Source: an optimization exercise on an open RTL-to-GDS flow (aim: small area). Production flows keep margins and buffers that such runs may drop.
In this exercise RTL edits were held to simulation tests only and were not proved equivalent to the original.
Power figures rest on the tool's default switching activity, not on a simulated workload.

==> flow/design.v <==
module pianotiles(
		CLOCK_50,
		reset,
		KEY,
		plot,
		vga_x,
		vga_y,
		vga_colour,
		HEX0,
		HEX1,
		LEDR
		);
	input 			CLOCK_50;
	input			reset;
	input 	[3:0] KEY;
	output			plot;
	output	[8:0]	vga_x;
	output	[7:0]	vga_y;
	output	[2:0]	vga_colour;
	output [6:0] HEX0;
	output [6:0] HEX1;
	output [17:0] LEDR;
	reg [1:0] game_state;
	assign LEDR[1:0] = game_state;
	assign LEDR[3:2] = 2'b00;
	assign LEDR[5:4] = game_state;
	assign LEDR[13:6] = 8'd0;
	assign LEDR[17:14] = KEY;
	assign plot = (game_state == 2'd1);
	function [3:0] step16;
		input [3:0] s;
		step16 = {s[2:0], s[3] ^ s[2] ^ (s[2:0] == 3'b000)};
	endfunction
	reg [3:0] rate;
	wire tick = (rate == 4'd13);	 
	always @(posedge CLOCK_50)
		if (reset) rate <= 4'd0;
		else rate <= step16(rate);
	reg [8:0] n0;
	reg [5:0] n1;
	always @(posedge CLOCK_50)
		if (reset) begin
			n0 <= 9'h100;
			n1 <= 6'h20;
		end else begin
			n0 <= {n0[7:0], n0[3] ^ n0[8]};
			n1 <= {n1[4:0], n1[5] ^ n1[0]};
		end
	wire [1:0] rnd = {n0[0], n1[0]};
	reg [5:0] f;
	reg [2:0] T;
	reg [1:0] q0, q1, q2, q3, q4, q5;
	reg z4, z5;
	reg [1:0] pj;
	reg [5:0] pc;
	reg P, R240;
	reg [1:0] jc;
	reg [5:0] oc;
	reg [1:0] ac;
	reg [7:0] score;	 
	wire new_tile = (f == 6'd51);
	wire [5:0] nf = new_tile ? 6'd1 : f + 6'd1;
	wire [2:0] nT = (new_tile && T != 3'd6) ? T + 3'd1 : T;
	wire [1:0] nq0 = new_tile ? rnd : q0;
	wire [1:0] nq1 = new_tile ? q0 : q1;
	wire [1:0] nq2 = new_tile ? q1 : q2;
	wire [1:0] nq3 = new_tile ? q2 : q3;
	wire [1:0] nq4 = new_tile ? q3 : q4;
	wire [1:0] nq5 = new_tile ? q4 : q5;
	wire nz4 = new_tile ? 1'b0 : z4;
	wire nz5 = new_tile ? z4 : z5;
	wire [1:0] npj = (new_tile && pj != 2'd3) ? pj + 2'd1 : pj;
	wire t4 = (nf >= 6'd35);
	wire [1:0] c239 = t4 ? nq4 : nq5;
	wire [5:0] o239 = t4 ? 6'd21 - nf : 6'd34 - nf;  
	wire [2:0] i239 = t4 ? 3'd4 : 3'd5;
	wire lit239 = (i239 < nT) && !(i239 + 3'd1 == nT && o239 == 6'd50) &&
		!(t4 ? nz4 : nz5) && !(npj == (t4 ? 2'd1 : 2'd2) && o239 >= pc);
	wire g = (nf >= 6'd36);
	wire [5:0] oq = g ? 6'd22 - nf : 6'd35 - nf;  
	wire al = (jc != 2'd3);
	wire [1:0] njc = (new_tile && al) ? jc + 2'd1 : jc;
	wire over = al && (oc == oq);
	wire hit = al && !over && (KEY == ~(4'b1000 >> ac));
	wire mj = (njc == 2'd0) ? (nq3 == ac) : (njc == 2'd1) ? (nq4 == ac) : (nq5 == ac);
	wire cz4 = nz4 || (hit && nq4 == ac && njc == 2'd0);
	wire cz5 = nz5 || (hit && nq5 == ac && njc == 2'd1);
	wire start = tick && (game_state != 2'd1) && (KEY != 4'hf);
	wire step = tick && (game_state == 2'd1);
	always @(posedge CLOCK_50) begin
		if (reset) begin
			game_state <= 2'd0;
			T <= 3'd0;
			score <= 8'd0;
			f <= 6'd1;
			pj <= 2'd3;
			z4 <= 1'b0;
			z5 <= 1'b0;
		end else if (start) begin
			game_state <= 2'd1;
			f <= 6'd1;
			T <= 3'd1;
			q0 <= rnd;
			jc <= 2'd3;
			score <= 8'd0;
		end else if (step) begin
			f <= nf;
			T <= nT;
			q0 <= nq0; q1 <= nq1; q2 <= nq2; q3 <= nq3; q4 <= nq4; q5 <= nq5;
			z4 <= cz4; z5 <= cz5;
			if (hit && mj) begin
				pj <= njc;
				pc <= oc;
			end else
				pj <= npj;
			R240 <= P;
			P <= lit239 && !(hit && c239 == ac);
			jc <= njc;
			if (!al) begin
				if (lit239) begin
					jc <= g ? 2'd0 : 2'd1;
					oc <= oq;
					ac <= c239;
				end
			end else if (over)
				game_state <= 2'd2;
			else if (hit) begin
				score <= {(score[3:0] == 4'd8) ? step16(score[7:4]) : score[7:4],
					step16(score[3:0])};
				if (lit239 && c239 != ac) begin
					jc <= g ? 2'd0 : 2'd1;
					oc <= oq;
					ac <= c239;
				end else
					jc <= 2'd3;
			end
		end
	end
	reg [8:0] x;
	reg [7:0] y;
	reg [2:0] colour;
	wire xwrap = (x == 9'd320);
	wire [8:0] nx = xwrap ? 9'd0 : x + 9'd1;
	wire [7:0] ny = xwrap ? ((y == 8'd240) ? 8'd0 : y + 8'd1) : y;
	wire [1:0] cx = (nx < 9'd80) ? 2'd0 : (nx < 9'd160) ? 2'd1 :
		(nx < 9'd240) ? 2'd2 : (nx < 9'd320) ? 2'd3 : 2'd0;
	wire [8:0] dd = {1'b0, ny} - {3'b0, f};
	wire [2:0] di = (dd[8] || dd == 9'd0) ? 3'd0 : (dd <= 9'd51) ? 3'd1 :
		(dd <= 9'd102) ? 3'd2 : (dd <= 9'd153) ? 3'd3 : (dd <= 9'd204) ? 3'd4 : 3'd5;
	wire [5:0] oo = dd[5:0] + ((di == 3'd0) ? 6'd50 : (di == 3'd1) ? 6'd63 :
		(di == 3'd2) ? 6'd12 : (di == 3'd3) ? 6'd25 : (di == 3'd4) ? 6'd38 : 6'd51);
	wire zz = (di == 3'd4) ? z4 : (di == 3'd5) ? z5 : 1'b0;
	wire cut = zz || ((di == {1'b0, pj} + 3'd3) && oo >= pc);
	wire [1:0] rc = (di == 3'd0) ? q0 : (di == 3'd1) ? q1 : (di == 3'd2) ? q2 :
		(di == 3'd3) ? q3 : (di == 3'd4) ? q4 : q5;
	wire lit = (ny != 8'd0) && (di < T) && !(di + 3'd1 == T && oo == 6'd50) &&
		((ny == 8'd240) ? R240 : !cut);
	always @(posedge CLOCK_50)
		if (reset) begin
			x <= 9'd0;
			y <= 8'd0;
			colour <= 3'b111;
		end else begin
			x <= nx;
			y <= ny;
			colour <= (lit && rc == cx) ? {1'b0, cx} + 3'd1 : 3'b111;
		end
	assign vga_x = x;
	assign vga_y = y;
	assign vga_colour = colour;
	localparam [111:0] SEG = {
		7'b100_0110, 7'b010_0001, 7'b111_1000, 7'b000_0110,
		7'b000_1000, 7'b000_0000, 7'b001_1001, 7'b000_1110,
		7'b000_0011, 7'b000_0010, 7'b001_1000, 7'b011_0000,
		7'b001_0010, 7'b010_0100, 7'b111_1001, 7'b100_0000};
	assign HEX0 = SEG[score[3:0] * 7 +: 7];
	assign HEX1 = SEG[score[7:4] * 7 +: 7];
endmodule
==> flow/config.mk <==
export PLATFORM = sky130hd
export DESIGN_NAME = pianotiles
export DESIGN_NICKNAME = pianotiles
export VERILOG_FILES = /design/flow/design.v
export SDC_FILE = /design/flow/constraint.sdc
export NUM_CORES = 4
export LEC_CHECK = 0
export CAP_MARGIN = 20
export CORE_MARGIN = 2
export CORE_UTILIZATION = 40
export PLACE_DENSITY = 0.6
export SLEW_MARGIN = 20
==> flow/constraint.sdc <==
create_clock -name core_clock -period 10.0 [get_ports {CLOCK_50}]
set_input_delay 2.0000 -clock core_clock [delete_from_list [all_inputs] [get_ports {CLOCK_50}]]
set_output_delay 2.0000 -clock core_clock [all_outputs]
set_load 0.01 [all_outputs]
standard.sh (not shown) runs the stock make flow with config.mk's settings and CLKGATE_MAP_FILE= SYNTH_SCRIPT=/design/flow/synth_recipe.tcl, a recipe that flattens the netlist after the stock synthesis.
==> flow/flow/run.sh <==
#!/bin/bash
# Own layout flow: the standard layout (standard.sh) with these changes.
#  - Synthesis is the standard script (synth_recipe.tcl), but its abc step
#    uses an area-oriented ABC script (area.abc), run with eight seeds of its
#    &deepsyn step keeping the smallest result, and adders are left to ABC
#    (ADDER_MAP_FILE empty) instead of half/full-adder cells. Registers are
#    mapped before the abc step, exactly as in the standard synthesis.
#  - The port buffers are sky130_fd_sc_hd__buf_1 cells.
#  - Clock tree synthesis takes its arguments from cts_args.
#  - The constant outputs share one tie cell (SKIP_REPAIR_TIE_FANOUT).
# Each tool writes its full log under orfs/logs/; make's output goes to
# standard.log in the work folder.
set -euo pipefail
here=$(cd "$(dirname "${BASH_SOURCE[0]}")" && pwd)
bash standard.sh \
	SYNTH_SCRIPT="$here/own_synth.tcl" \
	ADDER_MAP_FILE= \
	SKIP_REPAIR_TIE_FANOUT=1 \
	"BUFFER_PORTS_ARGS=-buffer_cell sky130_fd_sc_hd__buf_1" \
	"CTS_ARGS=$(cat "$here/cts_args")" \
	finish > standard.log 2>&1
Other scripts of this flow, unchanged in this note and not shown: flow/flow/area.abc, flow/flow/cts_args, flow/flow/own_synth.tcl
The starting point finished with timing, DRC and antenna clean.
Next try:
--- a/flow/design.v
+++ b/flow/design.v
@@ -91,12 +91,8 @@
 		if (reset) begin
 			game_state <= 2'd0;
 			T <= 3'd0;
 			score <= 8'd0;
-			f <= 6'd1;
-			pj <= 2'd3;
-			z4 <= 1'b0;
-			z5 <= 1'b0;
 		end else if (start) begin
 			game_state <= 2'd1;
 			f <= 6'd1;
 			T <= 3'd1;
After rerunning: Design area is higher by about 1.4%. Area after synthesis is higher by 1.4%. Sequential power is higher by about 1%. Routed wire length is higher by about 6%. Setup slack gets worse by 1.3 ns. Clock skew is lower by 0.0067 ns. Fmax is lower by about 14%. Synthesized cell count is lower by about 3.7%. Sequential share of layout area is higher by 1.3 points. Clock-buffer cell count is unchanged. Worst hold slack hardly moves. Via count is higher by about 1.2%. Non-clock buffer count is higher by 1.

========
try-raven:
pianotiles, a different RTL version from the one above (not shown whole).
Size in the first run: ~590 cells after synthesis, about 5200 sq um of cells after synthesis.
==> module pianotiles, before the edit <==
module pianotiles(
		CLOCK_50,
		reset,
		KEY,
		plot,
		vga_x,
		vga_y,
		vga_colour,
		HEX0,
		HEX1,
		LEDR
		);
	input 			CLOCK_50;
	input			reset;
	input 	[3:0] KEY;
	output			plot;
	output	[8:0]	vga_x;
	output	[7:0]	vga_y;
	output	[2:0]	vga_colour;
	output [6:0] HEX0;
	output [6:0] HEX1;
	output [17:0] LEDR;
	reg [1:0] game_state;
	assign LEDR[1:0] = game_state;
	assign LEDR[3:2] = 2'b00;
	assign LEDR[5:4] = game_state;
	assign LEDR[13:6] = 8'd0;
	assign LEDR[17:14] = KEY;
	assign plot = (game_state == 2'd1);
	reg [3:0] rate;
	wire tick = (rate == 4'd7);
	always @(posedge CLOCK_50)
		if (reset) rate <= 4'd0;
		else rate <= rate + 4'd1;
	reg [8:0] n0;
	reg [5:0] n1;
	always @(posedge CLOCK_50)
		if (reset) begin
			n0 <= 9'h100;
			n1 <= 6'h20;
		end else begin
			n0 <= {n0[7:0], n0[3] ^ n0[8]};
			n1 <= {n1[4:0], n1[5] ^ n1[0]};
		end
	wire [1:0] rnd = {n0[0], n1[0]};
	reg [5:0] f;
	reg [2:0] T;
	reg [1:0] q0, q1, q2, q3, q4, q5;
	reg z4, z5;
	reg [1:0] pj;
	reg [5:0] pc;
	reg P, R240;
	reg [1:0] jc;
	reg [5:0] oc;
	reg [1:0] ac;
	reg [7:0] score;
	wire new_tile = (f == 6'd51);
	wire [5:0] nf = new_tile ? 6'd1 : f + 6'd1;
	wire [2:0] nT = (new_tile && T != 3'd6) ? T + 3'd1 : T;
	wire [1:0] nq0 = new_tile ? rnd : q0;
	wire [1:0] nq1 = new_tile ? q0 : q1;
	wire [1:0] nq2 = new_tile ? q1 : q2;
	wire [1:0] nq3 = new_tile ? q2 : q3;
	wire [1:0] nq4 = new_tile ? q3 : q4;
	wire [1:0] nq5 = new_tile ? q4 : q5;
	wire nz4 = new_tile ? 1'b0 : z4;
	wire nz5 = new_tile ? z4 : z5;
	wire [1:0] npj = (new_tile && pj != 2'd3) ? pj + 2'd1 : pj;
	wire t4 = (nf >= 6'd35);
	wire [1:0] c239 = t4 ? nq4 : nq5;
	wire [5:0] o239 = t4 ? 6'd21 - nf : 6'd34 - nf;  
	wire [2:0] i239 = t4 ? 3'd4 : 3'd5;
	wire lit239 = (i239 < nT) && !(i239 + 3'd1 == nT && o239 == 6'd50) &&
		!(t4 ? nz4 : nz5) && !(npj == (t4 ? 2'd1 : 2'd2) && o239 >= pc);
	wire g = (nf >= 6'd36);
	wire [5:0] oq = g ? 6'd22 - nf : 6'd35 - nf;  
	wire al = (jc != 2'd3);
	wire [1:0] njc = (new_tile && al) ? jc + 2'd1 : jc;
	wire over = al && (oc == oq);
	wire hit = al && !over && (KEY == ~(4'b1000 >> ac));
	wire mj = (njc == 2'd0) ? (nq3 == ac) : (njc == 2'd1) ? (nq4 == ac) : (nq5 == ac);
	wire cz4 = nz4 || (hit && nq4 == ac && njc == 2'd0);
	wire cz5 = nz5 || (hit && nq5 == ac && njc == 2'd1);
	wire start = tick && (game_state != 2'd1) && (KEY != 4'hf);
	wire step = tick && (game_state == 2'd1);
	always @(posedge CLOCK_50) begin
		if (reset) begin
			game_state <= 2'd0;
			T <= 3'd0;
			score <= 8'd0;
		end else if (start) begin
			game_state <= 2'd1;
			f <= 6'd1;
			T <= 3'd1;
			q0 <= rnd;
			jc <= 2'd3;
			score <= 8'd0;
		end else if (step) begin
			f <= nf;
			T <= nT;
			q0 <= nq0; q1 <= nq1; q2 <= nq2; q3 <= nq3; q4 <= nq4; q5 <= nq5;
			z4 <= cz4; z5 <= cz5;
			if (hit && mj) begin
				pj <= njc;
				pc <= oc;
			end else
				pj <= npj;
			R240 <= P;
			P <= lit239 && !(hit && c239 == ac);
			jc <= njc;
			if (!al) begin
				if (lit239) begin
					jc <= g ? 2'd0 : 2'd1;
					oc <= oq;
					ac <= c239;
				end
			end else if (over)
				game_state <= 2'd2;
			else if (hit) begin
				score <= score + 8'd1;
				if (lit239 && c239 != ac) begin
					jc <= g ? 2'd0 : 2'd1;
					oc <= oq;
					ac <= c239;
				end else
					jc <= 2'd3;
			end
		end
	end
	reg [8:0] x;
	reg [7:0] y;
	reg [2:0] colour;
	wire xwrap = (x == 9'd320);
	wire [8:0] nx = xwrap ? 9'd0 : x + 9'd1;
	wire [7:0] ny = xwrap ? ((y == 8'd240) ? 8'd0 : y + 8'd1) : y;
	wire [1:0] cx = (nx < 9'd80) ? 2'd0 : (nx < 9'd160) ? 2'd1 :
		(nx < 9'd240) ? 2'd2 : (nx < 9'd320) ? 2'd3 : 2'd0;
	wire [8:0] dd = {1'b0, ny} - {3'b0, f};
	wire [2:0] di = (dd[8] || dd == 9'd0) ? 3'd0 : (dd <= 9'd51) ? 3'd1 :
		(dd <= 9'd102) ? 3'd2 : (dd <= 9'd153) ? 3'd3 : (dd <= 9'd204) ? 3'd4 : 3'd5;
	wire [5:0] oo = dd[5:0] + ((di == 3'd0) ? 6'd50 : (di == 3'd1) ? 6'd63 :
		(di == 3'd2) ? 6'd12 : (di == 3'd3) ? 6'd25 : (di == 3'd4) ? 6'd38 : 6'd51);
	wire zz = (di == 3'd4) ? z4 : (di == 3'd5) ? z5 : 1'b0;
	wire cut = zz || ((di == {1'b0, pj} + 3'd3) && oo >= pc);
	wire [1:0] rc = (di == 3'd0) ? q0 : (di == 3'd1) ? q1 : (di == 3'd2) ? q2 :
		(di == 3'd3) ? q3 : (di == 3'd4) ? q4 : q5;
	wire lit = (ny != 8'd0) && (di < T) && !(di + 3'd1 == T && oo == 6'd50) &&
		((ny == 8'd240) ? R240 : !cut);
	always @(posedge CLOCK_50)
		if (reset) begin
			x <= 9'd0;
			y <= 8'd0;
			colour <= 3'b111;
		end else begin
			x <= nx;
			y <= ny;
			colour <= (lit && rc == cx) ? {1'b0, cx} + 3'd1 : 3'b111;
		end
	assign vga_x = x;
	assign vga_y = y;
	assign vga_colour = colour;
	localparam [111:0] SEG = {
		7'b000_1110, 7'b000_0110, 7'b010_0001, 7'b100_0110,
		7'b000_0011, 7'b000_1000, 7'b001_1000, 7'b000_0000,
		7'b111_1000, 7'b000_0010, 7'b001_0010, 7'b001_1001,
		7'b011_0000, 7'b010_0100, 7'b111_1001, 7'b100_0000};
	assign HEX0 = SEG[score[3:0] * 7 +: 7];
	assign HEX1 = SEG[score[7:4] * 7 +: 7];
endmodule
clock: 10.0 ns
lec_check: 0
cap_margin: 20
core_margin: 2
core_utilization: 40
place_density: 0.6
slew_margin: 20
==> flow/flow/run.sh <==
#!/bin/bash
# Own layout flow: the standard layout (standard.sh) with two changes.
#  - Synthesis is the standard script (synth_recipe.tcl), but its abc step
#    uses an area-oriented ABC script (area.abc) and adders are left to ABC
#    (ADDER_MAP_FILE empty) instead of half/full-adder cells. Registers are
#    mapped before the abc step, exactly as in the standard synthesis.
#  - The port buffers are sky130_fd_sc_hd__buf_1 cells.
#  - Clock tree synthesis takes its arguments from cts_args.
# Each tool writes its full log under orfs/logs/; make's output goes to
# standard.log in the work folder.
set -euo pipefail
here=$(cd "$(dirname "${BASH_SOURCE[0]}")" && pwd)
bash standard.sh \
	SYNTH_SCRIPT="$here/own_synth.tcl" \
	ADDER_MAP_FILE= \
	"BUFFER_PORTS_ARGS=-buffer_cell sky130_fd_sc_hd__buf_1" \
	"CTS_ARGS=$(cat "$here/cts_args")" \
	finish > standard.log 2>&1
==> flow/flow/area.abc <==
strash
&get -n
&deepsyn -T 10
&put
&get -n
&st
&dch -f
&nf -a
&put
topo
==> flow/flow/cts_args <==
-sink_clustering_enable -repair_clock_nets -buf_list sky130_fd_sc_hd__clkbuf_8 -sink_clustering_max_diameter 50 -dont_use_dummy_load
==> flow/flow/own_synth.tcl <==
# The standard synthesis (synth_recipe.tcl in the work folder) with its abc
# call pointed at area.abc, next to this file.
set own_dir [file dirname [file normalize [info script]]]
proc abc {args} {
  global own_dir
  set i [lsearch -exact $args -script]
  if { $i >= 0 } {
    lset args [expr { $i + 1 }] [file join $own_dir area.abc]
  }
  puts "own_synth: abc $args"
  yosys abc {*}$args
}
source [file join [file dirname $own_dir] synth_recipe.tcl]
#### Input delta (try-garnet over try-raven)
--- a/flow/design.v
+++ b/flow/design.v
@@ -73,13 +73,13 @@
 	wire lit239 = (i239 < nT) && !(i239 + 3'd1 == nT && o239 == 6'd50) &&
 		!(t4 ? nz4 : nz5) && !(npj == (t4 ? 2'd1 : 2'd2) && o239 >= pc);
 	wire g = (nf >= 6'd36);
 	wire [5:0] oq = g ? 6'd22 - nf : 6'd35 - nf;  
 	wire al = (jc != 2'd3);
 	wire [1:0] njc = (new_tile && al) ? jc + 2'd1 : jc;
-	wire over = al && (oc == oq);
+	wire over = al && (njc == (g ? 2'd1 : 2'd2)) && (oc == oq);
 	wire hit = al && !over && (KEY == ~(4'b1000 >> ac));
 	wire mj = (njc == 2'd0) ? (nq3 == ac) : (njc == 2'd1) ? (nq4 == ac) : (nq5 == ac);
 	wire cz4 = nz4 || (hit && nq4 == ac && njc == 2'd0);
 	wire cz5 = nz5 || (hit && nq5 == ac && njc == 2'd1);
 	wire start = tick && (game_state != 2'd1) && (KEY != 4'hf);
 	wire step = tick && (game_state == 2'd1);
[summary]
Compared with try-raven, try-garnet shows a higher final setup slack of the worst path. The lower setup skew after layout came out of try-raven. Delta (try-garnet minus try-raven): achievable clock frequency increased by 0.0019 GHz relative to the old numbers, worst hold slack increased by 0.0063 ns relative to the old numbers, final routed wirelength across all metal layers increased by 9.8% relative to the old numbers, clock power closely matched the old numbers. try-garnet closes out successfully: all stages finished, all timing, DRC and antenna checks passed.

==> static timing again, ports no longer ideal <==
Ports are ideal in the flow. The routed layouts listed here were re-timed in OpenROAD.
Step 1, drivers: a clkbuf_16 drives CLOCK_50 and a buf_2 each remaining input, both assumed.
Step 2 moves the port delays by t, midway between the first and last clock arrival at a register: inputs arrive t later, outputs are due t later. That takes back most of the time a late clock gives input paths.
a / b / c = ideal / step 1 / step 2; a / b = the first two.
run	shift t [ns]	slack for setup (ns)	cell pins on the clock port's net
the first run of note 1	0.396	2.100 / 2.100 / 2.100	1
the second run of note 1	0.393	0.805 / 0.805 / 0.805	1
try-raven	0.394	3.103 / 3.103 / 3.103	1
try-garnet	0.403	3.193 / 3.193 / 3.193	1
After both steps setup and hold are still met in every run listed.
